This is an optimization exercise on Yosys and OpenROAD, whose aim is small area, not a production implementation. Function was checked by simulation only, so behaviour that the tests miss may differ from the original. The flow treats the clock pin as an ideal source, which a real chip does not have. Power is estimated from default activity; no workload was simulated.

try-willow:
## top_mac_st
module top_mac_st (clk, rst, accu_rst, a, w, config_aw, z);
	parameter HEADROOM = 4;
	input                    clk;
	input                    rst;
	input                    accu_rst;
	input    [7:0]           a;         
	input    [7:0]           w;         
	input    [1:0]           config_aw;
	output   [15+HEADROOM:0] z;
	reg      [7:0]           a1, w1, a2, w2;
	reg                      rst1;      
	reg                      clr1;      
	reg      [1:0]           cfg;       
	reg      [19:0]          accn;      
	wire     [19:0]          accd;      
	wire c0 = cfg[0];
	wire c1 = cfg[1];
	wire m8, s8, s4, m2, nm2, clr1n;
	mac_inv  u_m8 (.a(c0), .y(m8));                
	assign s8 = m8;
	mac_nor2 u_s4 (.a(m8), .b(c1), .y(s4));        
	mac_and2 u_m2 (.a(c0), .b(c1), .y(m2));        
	assign s2 = m2;
	mac_inv  u_nm2 (.a(m2), .y(nm2));
	mac_inv  u_clr1n (.a(clr1), .y(clr1n));
	wire s2;
	wire pp_0_0_1;
	wire pp_0_1_2;
	wire pp_0_2_3;
	wire pp_0_3_4;
	wire pp_0_4_5;
	wire pp_0_5_6;
	wire pp_0_6_7;
	wire pp_0_7_8;
	wire pp_1_0_9;
	wire pp_1_1_10;
	wire pp_1_2_11;
	wire pp_1_3_12;
	wire pp_1_4_13;
	wire pp_1_5_14;
	wire pp_1_6_15;
	wire pp_1_7_16;
	wire pp_2_0_17;
	wire pp_2_1_18;
	wire pp_2_2_19;
	wire pp_2_3_20;
	wire pp_2_4_21;
	wire pp_2_5_22;
	wire px23;
	wire pp_2_6_24;
	wire pp_2_7_25;
	wire pp_3_0_26;
	wire pp_3_1_27;
	wire pp_3_2_28;
	wire pp_3_3_29;
	wire pp_3_4_30;
	wire pp_3_5_31;
	wire px32;
	wire pp_3_6_33;
	wire pp_3_7_34;
	wire pp_4_0_35;
	wire pp_4_1_36;
	wire pp_4_2_37;
	wire pp_4_3_38;
	wire px39;
	wire pp_4_4_40;
	wire pp_4_5_41;
	wire pp_4_6_42;
	wire pp_4_7_43;
	wire pp_5_0_44;
	wire pp_5_1_45;
	wire pp_5_2_46;
	wire pp_5_3_47;
	wire px48;
	wire pp_5_4_49;
	wire pp_5_5_50;
	wire pp_5_6_51;
	wire pp_5_7_52;
	wire pp_6_0_53;
	wire pp_6_1_54;
	wire px55;
	wire pp_6_2_56;
	wire pp_6_3_57;
	wire px58;
	wire pp_6_4_59;
	wire pp_6_5_60;
	wire pp_6_6_61;
	wire pp_6_7_62;
	wire pp_7_0_63;
	wire pp_7_1_64;
	wire px65;
	wire pp_7_2_66;
	wire pp_7_3_67;
	wire px68;
	wire pp_7_4_69;
	wire pp_7_5_70;
	wire pp_7_6_71;
  ...
For scale: roughly 260 cells after synthesis, ~41 I/O pins.
==> flow/config.mk <==
export PLATFORM = sky130hd
export DESIGN_NAME = top_mac_st
export DESIGN_NICKNAME = top_mac_st
export VERILOG_FILES = /design/flow/design.v
export SDC_FILE = /design/flow/constraint.sdc
export NUM_CORES = 4
export LEC_CHECK = 0
export CAP_MARGIN = 20
export CORE_MARGIN = 2
export CORE_UTILIZATION = 40
export SLEW_MARGIN = 20
export SYNTH_HIERARCHICAL = 1
==> flow/constraint.sdc <==
create_clock -name core_clock -period 10.0 [get_ports {clk}]
set_input_delay 2.0000 -clock core_clock [delete_from_list [all_inputs] [get_ports {clk}]]
set_output_delay 2.0000 -clock core_clock [all_outputs]
set_load 0.01 [all_outputs]
standard.sh (not shown) runs the stock make flow with config.mk's settings and CLKGATE_MAP_FILE= SYNTH_SCRIPT=/design/flow/synth_recipe.tcl, a recipe that flattens the netlist after the stock synthesis.
==> flow/flow/run.sh <==
#!/bin/bash
# Own layout flow: the standard ORFS flow (standard.sh, unchanged synthesis) with
# layout-only changes:
#  - buffers that synthesis inserted are removed at floorplan (REMOVE_ABC_BUFFERS);
#  - port buffers are the smallest buffer (buf_1) instead of clkdlybuf4s50_1;
#  - the clock tree is built by flow/pre_cts.tcl: a root buffer and three clkbuf_8 leaves;
#  - after global routing, cells off the critical paths are downsized (RECOVER_POWER).
set -euo pipefail
export REMOVE_ABC_BUFFERS=1
export BUFFER_PORTS_ARGS="-buffer_cell sky130_fd_sc_hd__buf_1"
export PRE_CTS_TCL="$PWD/flow/pre_cts.tcl"
export CTS_ARGS="-clk_nets clk -buf_list sky130_fd_sc_hd__clkbuf_8 -root_buf sky130_fd_sc_hd__clkbuf_8 -dont_use_dummy_load"
export RECOVER_POWER=100
bash standard.sh > standard.log 2>&1
Other scripts of this flow, unchanged in this note and not shown: flow/flow/pre_cts.tcl
Every stage of the flow completed for try-willow, and the final layout passed the timing, design-rule and antenna checks.
#### Input delta (try-xenon over try-willow)
diff --git a/flow/design.v b/flow/design.v
--- a/flow/design.v
+++ b/flow/design.v
@@ -309,20 +309,22 @@
 	wire fs211;
 	wire fc212;
 	wire fs213;
 	wire fc214;
 	wire fs215;
 	wire fc216;
-	wire fs217;
-	wire fc218;
-	wire fs219;
-	wire fc220;
-	wire fs221;
-	wire fc222;
-	wire xs223;
-	wire xs224;
+	wire ei217;
+	wire fs218;
+	wire fc219;
+	wire fs220;
+	wire fc221;
+	wire ei222;
+	wire fs223;
+	wire fc224;
+	wire xs225;
+	wire xs226;
 	mac_nand3 u_pp_0_0_1 (.a(a2[0]), .b(w2[0]), .c(m8), .y(pp_0_0_1));
 	mac_nand3 u_pp_0_1_2 (.a(a2[0]), .b(w2[1]), .c(m8), .y(pp_0_1_2));
 	mac_nand3 u_pp_0_2_3 (.a(a2[0]), .b(w2[2]), .c(m8), .y(pp_0_2_3));
 	mac_nand3 u_pp_0_3_4 (.a(a2[0]), .b(w2[3]), .c(m8), .y(pp_0_3_4));
 	mac_nand3 u_pp_0_4_5 (.a(a2[0]), .b(w2[4]), .c(nm2), .y(pp_0_4_5));
 	mac_nand3 u_pp_0_5_6 (.a(a2[0]), .b(w2[5]), .c(nm2), .y(pp_0_5_6));
@@ -469,17 +471,19 @@
 	mac_fa u_fs205 (.x(accn[13]), .y(pp_6_7_62), .z(pp_7_6_71), .s(fs205), .c(fc206));
 	mac_fa u_fs207 (.x(fc198), .y(fs205), .z(fc200), .s(fs207), .c(fc208));
 	mac_fa u_fs209 (.x(fs207), .y(fc202), .z(fc204), .s(fs209), .c(fc210));
 	mac_fa u_fs211 (.x(accn[14]), .y(pp_7_7_72), .z(fc206), .s(fs211), .c(fc212));
 	mac_fa u_fs213 (.x(fs211), .y(fc208), .z(fc210), .s(fs213), .c(fc214));
 	mac_fa u_fs215 (.x(accn[15]), .y(fc212), .z(fc214), .s(fs215), .c(fc216));
-	mac_fa u_fs217 (.x(accn[16]), .y(fc216), .z(fs215), .s(fs217), .c(fc218));
-	mac_fa u_fs219 (.x(accn[17]), .y(fc218), .z(fs217), .s(fs219), .c(fc220));
-	mac_fa u_fs221 (.x(accn[18]), .y(fc220), .z(fs219), .s(fs221), .c(fc222));
-	mac_xor2 u_xs223 (.a(accn[19]), .b(fc222), .y(xs223));
-	mac_xor2 u_xs224 (.a(xs223), .b(fs221), .y(xs224));
+	mac_inv u_ei217 (.a(accn[16]), .y(ei217));
+	mac_fa u_fs218 (.x(ei217), .y(fc216), .z(fs215), .s(fs218), .c(fc219));
+	mac_fa u_fs220 (.x(accn[17]), .y(accn[16]), .z(fc219), .s(fs220), .c(fc221));
+	mac_inv u_ei222 (.a(accn[18]), .y(ei222));
+	mac_fa u_fs223 (.x(ei222), .y(fc221), .z(fs220), .s(fs223), .c(fc224));
+	mac_xor2 u_xs225 (.a(accn[19]), .b(accn[18]), .y(xs225));
+	mac_xor2 u_xs226 (.a(xs225), .b(fc224), .y(xs226));
 	mac_nand2 u_accd_0 (.a(hs74), .b(clr1n), .y(accd[0]));
 	mac_nand2 u_accd_1 (.a(hs78), .b(clr1n), .y(accd[1]));
 	mac_nand2 u_accd_2 (.a(hs84), .b(clr1n), .y(accd[2]));
 	mac_nand2 u_accd_3 (.a(hs92), .b(clr1n), .y(accd[3]));
 	mac_nand2 u_accd_4 (.a(hs102), .b(clr1n), .y(accd[4]));
 	mac_nand2 u_accd_5 (.a(hs114), .b(clr1n), .y(accd[5]));
@@ -490,16 +494,16 @@
 	mac_or2 u_accd_10 (.a(fs185), .b(clr1), .y(accd[10]));
 	mac_or2 u_accd_11 (.a(fs195), .b(clr1), .y(accd[11]));
 	mac_or2 u_accd_12 (.a(fs203), .b(clr1), .y(accd[12]));
 	mac_or2 u_accd_13 (.a(fs209), .b(clr1), .y(accd[13]));
 	mac_or2 u_accd_14 (.a(fs213), .b(clr1), .y(accd[14]));
 	mac_nand2 u_accd_15 (.a(fs215), .b(clr1n), .y(accd[15]));
-	mac_nand2 u_accd_16 (.a(fs217), .b(clr1n), .y(accd[16]));
-	mac_nand2 u_accd_17 (.a(fs219), .b(clr1n), .y(accd[17]));
-	mac_nand2 u_accd_18 (.a(fs221), .b(clr1n), .y(accd[18]));
-	mac_nand2 u_accd_19 (.a(xs224), .b(clr1n), .y(accd[19]));
+	mac_or2 u_accd_16 (.a(fs218), .b(clr1), .y(accd[16]));
+	mac_nand2 u_accd_17 (.a(fs220), .b(clr1n), .y(accd[17]));
+	mac_or2 u_accd_18 (.a(fs223), .b(clr1), .y(accd[18]));
+	mac_nand2 u_accd_19 (.a(xs226), .b(clr1n), .y(accd[19]));
 	mac_a222oi u_z_0 (.a(accn[0]), .b(s8), .c(accn[4]), .d(s4), .e(accn[6]), .f(s2), .y(z[0]));
 	mac_a222oi u_z_1 (.a(accn[1]), .b(s8), .c(accn[5]), .d(s4), .e(accn[7]), .f(s2), .y(z[1]));
 	mac_a222oi u_z_2 (.a(accn[2]), .b(s8), .c(accn[6]), .d(s4), .e(accn[8]), .f(s2), .y(z[2]));
 	mac_a222oi u_z_3 (.a(accn[3]), .b(s8), .c(accn[7]), .d(s4), .e(accn[9]), .f(s2), .y(z[3]));
 	mac_a222oi u_z_4 (.a(accn[4]), .b(s8), .c(accn[8]), .d(s4), .e(accn[10]), .f(s2), .y(z[4]));
 	mac_a222oi u_z_5 (.a(accn[5]), .b(s8), .c(accn[9]), .d(s4), .e(accn[11]), .f(s2), .y(z[5]));
==> summary.txt <==
No stage failed in try-xenon, and the final checks on the layout all came back clean. Power per cell area: try-xenon < try-willow. Compared with try-willow, try-xenon shows share of synthesized cell area in full adder, half adder and majority cells lower by 0.16 points. try-xenon vs. try-willow: part of the total power dissipated in the clock network up 0.4 points; routed wire length down about 6%. Going from try-willow to try-xenon, final cell count grew slightly. In the tables for try-xenon and try-willow, detailed-routed wire length on met2 reads lower with try-xenon. | CTS clock-pin slew for the worst setup and hold paths | try-xenon vs try-willow | 0.02 ns higher |. Actual slew at the worst max-slew pin for try-xenon: 0.11 ns up relative to try-willow. ~same register share of the cell area in try-xenon and try-willow. try-xenon ends up with a power that is 2.5% lower than in try-willow. Global-route usage over all layers, try-xenon and try-willow: larger value in try-willow.

-- static timing again, ports no longer ideal --
The results above use ideal ports. As a check the final layouts listed here were re-extracted and re-timed, cells and wires unchanged. Step 1 sets driving cells, clkbuf_16 on the clock port and buf_2 on the other inputs (assumed; they add their load-dependent delay and slew). Step 2 adds t to the input delays and takes it off the output delays; t is the mean of the earliest and latest rising clock arrival at the registers after step 1. Input paths then give back, and output paths get back, about the clock's delay inside the block. a / b / c = no drivers / after step 1 / after step 2; a / b = the first two.
| run | t, ns | slack for setup (ns) | hold WS [ns] | clock arrival spread, ns | cell pins on the clock port's net |
|---|---|---|---|---|---|
| try-willow | 0.430 | 0.508 / 0.508 / 0.508 | 0.335 / 0.335 / 0.335 | 0.014 / 0.014 | 1 |
| try-xenon | 0.450 | 0.565 / 0.565 / 0.565 | 0.334 / 0.334 / 0.334 | 0.023 / 0.023 | 1 |
After both steps every run listed still meets setup and hold.
